Context: an optimization exercise on an open-source flow, tuned for small area and a short achievable clock period. The choices shown serve that exercise and are no tape-out recipe. At most, simulation tests tie the RTL to the original design; equivalence was not proved.

## cordic_stage
module cordic_stage (clk, reset, X_i, Y_i, Z_i, X_O, Y_O, Z_O);
Size in the first run: ~4000 cells after synthesis, roughly 0.039 sq mm of cells after synthesis.
Settings: LEC_CHECK=0, CAP_MARGIN=20, CORE_MARGIN=2, CORE_UTILIZATION=40, CTS_CLUSTER_DIAMETER=100, CTS_CLUSTER_SIZE=22, SETUP_SLACK_MARGIN=1.6, SLEW_MARGIN=20, SYNTH_HIERARCHICAL=1, SYNTH_MINIMUM_KEEP_SIZE=0; clock period 3.65 ns.
run.sh (not shown) runs the stock make flow with config.mk's settings and CLKGATE_MAP_FILE= SYNTH_SCRIPT=/design/flow/synth_recipe.tcl, a recipe that flattens the netlist after the stock synthesis.
Change:
ABC_AREA = 1   (was unset)
SETUP_SLACK_MARGIN = 1.3   (was 1.6)
Outcome: The new run finished with timing, DRC and antenna clean; setup slack improves by 0.097 ns; critical path depth goes down by 8; clock skew goes up by 0.013 ns; synthesized cell count goes up by 62%; sequential share of layout area goes down by 1.2 points; global-route usage goes up by 1.9 points.
Change:
ABC_AREA = unset   (was 1)
GPL_ROUTABILITY_DRIVEN = 0   (was unset)
SETUP_SLACK_MARGIN = 1.2   (was 1.3)
The changed run passed the timing, design-rule and antenna checks; setup slack gets worse by 0.11 ns; clock skew came out lower by 0.017 ns; non-clock buffer count rose by 48; synthesized cell count is lower by well over a third; wire length went down by a quarter to a third.
Change:
GPL_ROUTABILITY_DRIVEN = unset   (was 0)
SETUP_SLACK_MARGIN = 1.0   (was 1.2)
What happened: Via count decreases by 0.61%. Core utilization decreases by 0.93 points. First-iteration DRC count decreases by 2.5%. Design area decreases by 2.1%. Cell count decreases by 0.63%. Worst setup slack is worse by 0.18 ns.
Change:
CORE_UTILIZATION = 55   (was 40)
PLACE_DENSITY = 0.7   (was unset)
SETUP_SLACK_MARGIN = 1.2   (was 1.0)
First-iteration DRC count falls by about a fifth.
Core utilization rises by 17 points.
Cell count falls by a few percent.
Clock-buffer cell count falls by 4.
Setup slack gains 0.15 ns.
Critical path depth stays the same.

* * *

cordic_stage again, from the RTL that the note above started with.
clock: 3.65 ns
lec_check: 0
cap_margin: 20
core_margin: 2
core_utilization: 40
cts_cluster_diameter: 100
cts_cluster_size: 22
setup_slack_margin: 1.4
slew_margin: 20
synth_hierarchical: 1
synth_minimum_keep_size: 0
The first run passed the timing, design-rule and antenna checks.
Then changed:
- SETUP_SLACK_MARGIN: 1.4 -> 1.0
- SYNTH_HIERARCHICAL: 1 -> unset
- SYNTH_MINIMUM_KEEP_SIZE: 0 -> unset
Result: Design area fell by a little under a tenth. Clock-buffer cell count drops by 2. Flip-flop and latch count goes down by 2. Via count is lower by roughly a tenth. Wire length went down by roughly a tenth.
Then changed:
- SETUP_SLACK_MARGIN: 1.0 -> 1.2
Design area rises by a few percent.
Worst setup slack degrades by 0.010 ns.
Core utilization rises by 2.0 points.

* * *

Another version of the RTL of cordic_stage (not shown whole).
Size: roughly 98 I/O pins, ~0.039 sq mm of cells after synthesis.
## cordic_stage
module cordic_stage (clk, reset, X_i, Y_i, Z_i, X_O, Y_O, Z_O);
  input clk;
  input reset;
  input  signed [15:0] X_i;
  input  signed [15:0] Y_i;
  input  signed [15:0] Z_i;
  output signed [15:0] X_O;
  output signed [15:0] Y_O;
  output signed [15:0] Z_O;
  reg [16*15-1:0] ws;
  reg [16*15-1:0] vs;
  reg [14:0] q;
  reg [14:0] n;
  reg signed [13:0] z1;
  reg signed [13:0] z2;
  reg signed [12:0] z3;
  reg signed [11:0] z4;
  reg signed [10:0] z5;
  reg signed [9:0]  z6;
  reg signed [8:0]  z7;
  reg signed [7:0]  z8;
  reg signed [6:0]  z9;
  reg signed [5:0]  z10;
  reg signed [4:0]  z11;
  reg signed [3:0]  z12;
  reg signed [2:0]  z13;
  reg signed [1:0]  z14;
  reg               z15;
  reg               z15c, z15i;
  reg        [2:0]  zo;
  reg [15:0] xo, yo;
  reg [1:0]  wfl, vfl;
  wire qi = Z_i[15] ^ Z_i[14];
  always @(posedge clk) begin
    ws[15:0] <= X_i ^ {16{qi}};
    vs[15:0] <= Y_i ^ {16{Z_i[15]}};
    q[0]     <= qi;
    n[0]     <= Z_i[14];
    z1       <= {~Z_i[13], Z_i[12:0]};
  end
  wire [13:0] dnext = {z14[1], z13[2], z12[3], z11[4], z10[5], z9[6], z8[7],
                       z7[8], z6[9], z5[10], z4[11], z3[12], z2[13], z1[13]};
  wire signed [13:0] z2n;
  wire [15:0] w1n, v1n;
  cordic_iter #(.J(0), .WI(14), .WO(14), .A(4836)) it0 (.w(ws[15:0]), .v(vs[15:0]),
    .n(n[0]), .q(q[0]), .z(z1), .wo(w1n), .vo(v1n), .zo(z2n));
  wire signed [12:0] z3n;
  wire [15:0] w2n, v2n;
  ...
clock: 3.65 ns
lec_check: 0
cap_margin: 20
core_margin: 2
core_utilization: 40
cts_buf_list: sky130_fd_sc_hd__clkbuf_8
setup_slack_margin: 1.0
slew_margin: 20
synth_hierarchical: 1
synth_minimum_keep_size: 0
The first run completed with no timing, DRC or antenna violations.
Change:
CTS_BUF_LIST = default   (was sky130_fd_sc_hd__clkbuf_8)
SETUP_SLACK_MARGIN = 1.2   (was 1.0)
Outcome: The new run finished with timing, DRC and antenna clean; final area rose by 2.8%; hold slack stays flat; global-route usage rose by 0.22 points.

* * *

cordic_stage, a different RTL version from the one above (not shown whole).
Size: ~4200 cells after synthesis, about 0.040 mm² of cells after synthesis.
clock: 3.65 ns
lec_check: 0
cap_margin: 20
core_margin: 2
core_utilization: 60
place_density: 0.75
setup_slack_margin: 0.5
slew_margin: 20
synth_hierarchical: 1
synth_minimum_keep_size: 0
Then changed:
CORE_UTILIZATION = 40   (was 60)
PLACE_DENSITY = unset   (was 0.75)
Effect: Die area goes up by 49%. Setup slack gets worse by 4.5 ps. Synthesized cell count stays the same. Cell area increases by 1.5%. Clock-buffer cell count is higher by 8.
No run of this note included a check of the RTL's function; only the layout flow was run.

re-timing with driven ports:
Ports are ideal in the flow. The routed layouts listed here were re-timed in OpenROAD. Step 1, drivers: a clkbuf_16 drives clk and a buf_2 each remaining input, both assumed. Step 2 also shifts input and output timing later by t, the mid clock arrival at the registers, as if the neighbouring blocks saw the same clock. Three values: ideal, step 1, step 2; two values: the first two.
run | t (ns) | setup slack, ns | hold slack, ns | worst setup path at the end | worst slew at a driven data input, ns
the first run of note 1 | 0.659 | 1.276 / 1.276 / 1.276 | 0.326 / 0.326 / 0.326 | register to register | 0.04
the second run of note 1 | 0.716 | 1.373 / 1.300 / 1.366 | 0.333 / 0.333 / 0.333 | input to register | 0.04
the third run of note 1 | 0.655 | 1.266 / 1.266 / 1.266 | 0.332 / 0.332 / 0.332 | register to register | 0.04
the fourth run of note 1 | 0.644 | 1.082 / 1.082 / 1.082 | 0.317 / 0.317 / 0.317 | register to register | 0.09
the fifth run of note 1 | 0.645 | 1.237 / 1.237 / 1.237 | 0.331 / 0.331 / 0.331 | register to register | 0.05
the first run of note 2 | 0.649 | 1.272 / 1.272 / 1.272 | 0.333 / 0.333 / 0.333 | register to register | 0.07
the second run of note 2 | 0.632 | 1.038 / 1.038 / 1.038 | 0.333 / 0.333 / 0.333 | register to register | 0.05
the third run of note 2 | 0.639 | 1.028 / 1.028 / 1.028 | 0.332 / 0.332 / 0.332 | register to register | 0.05
the first run of note 3 | 0.799 | 0.967 / 0.967 / 0.967 | 0.324 / 0.324 / 0.324 | register to register | 0.05
the second run of note 3 | 0.684 | 0.968 / 0.968 / 0.968 | 0.325 / 0.325 / 0.325 | register to register | 0.11
the first run of note 4 | 0.663 | 0.674 / 0.674 / 0.674 | 0.321 / 0.321 / 0.321 | register to register | 0.04
the second run of note 4 | 0.688 | 0.670 / 0.670 / 0.670 | 0.327 / 0.327 / 0.327 | register to register | 0.07
After both steps every run listed still meets setup and hold. For the second run of note 1, which loses most, drivers alone change the setup slack by -0.073 ns; drivers and shift together by -0.007 ns.
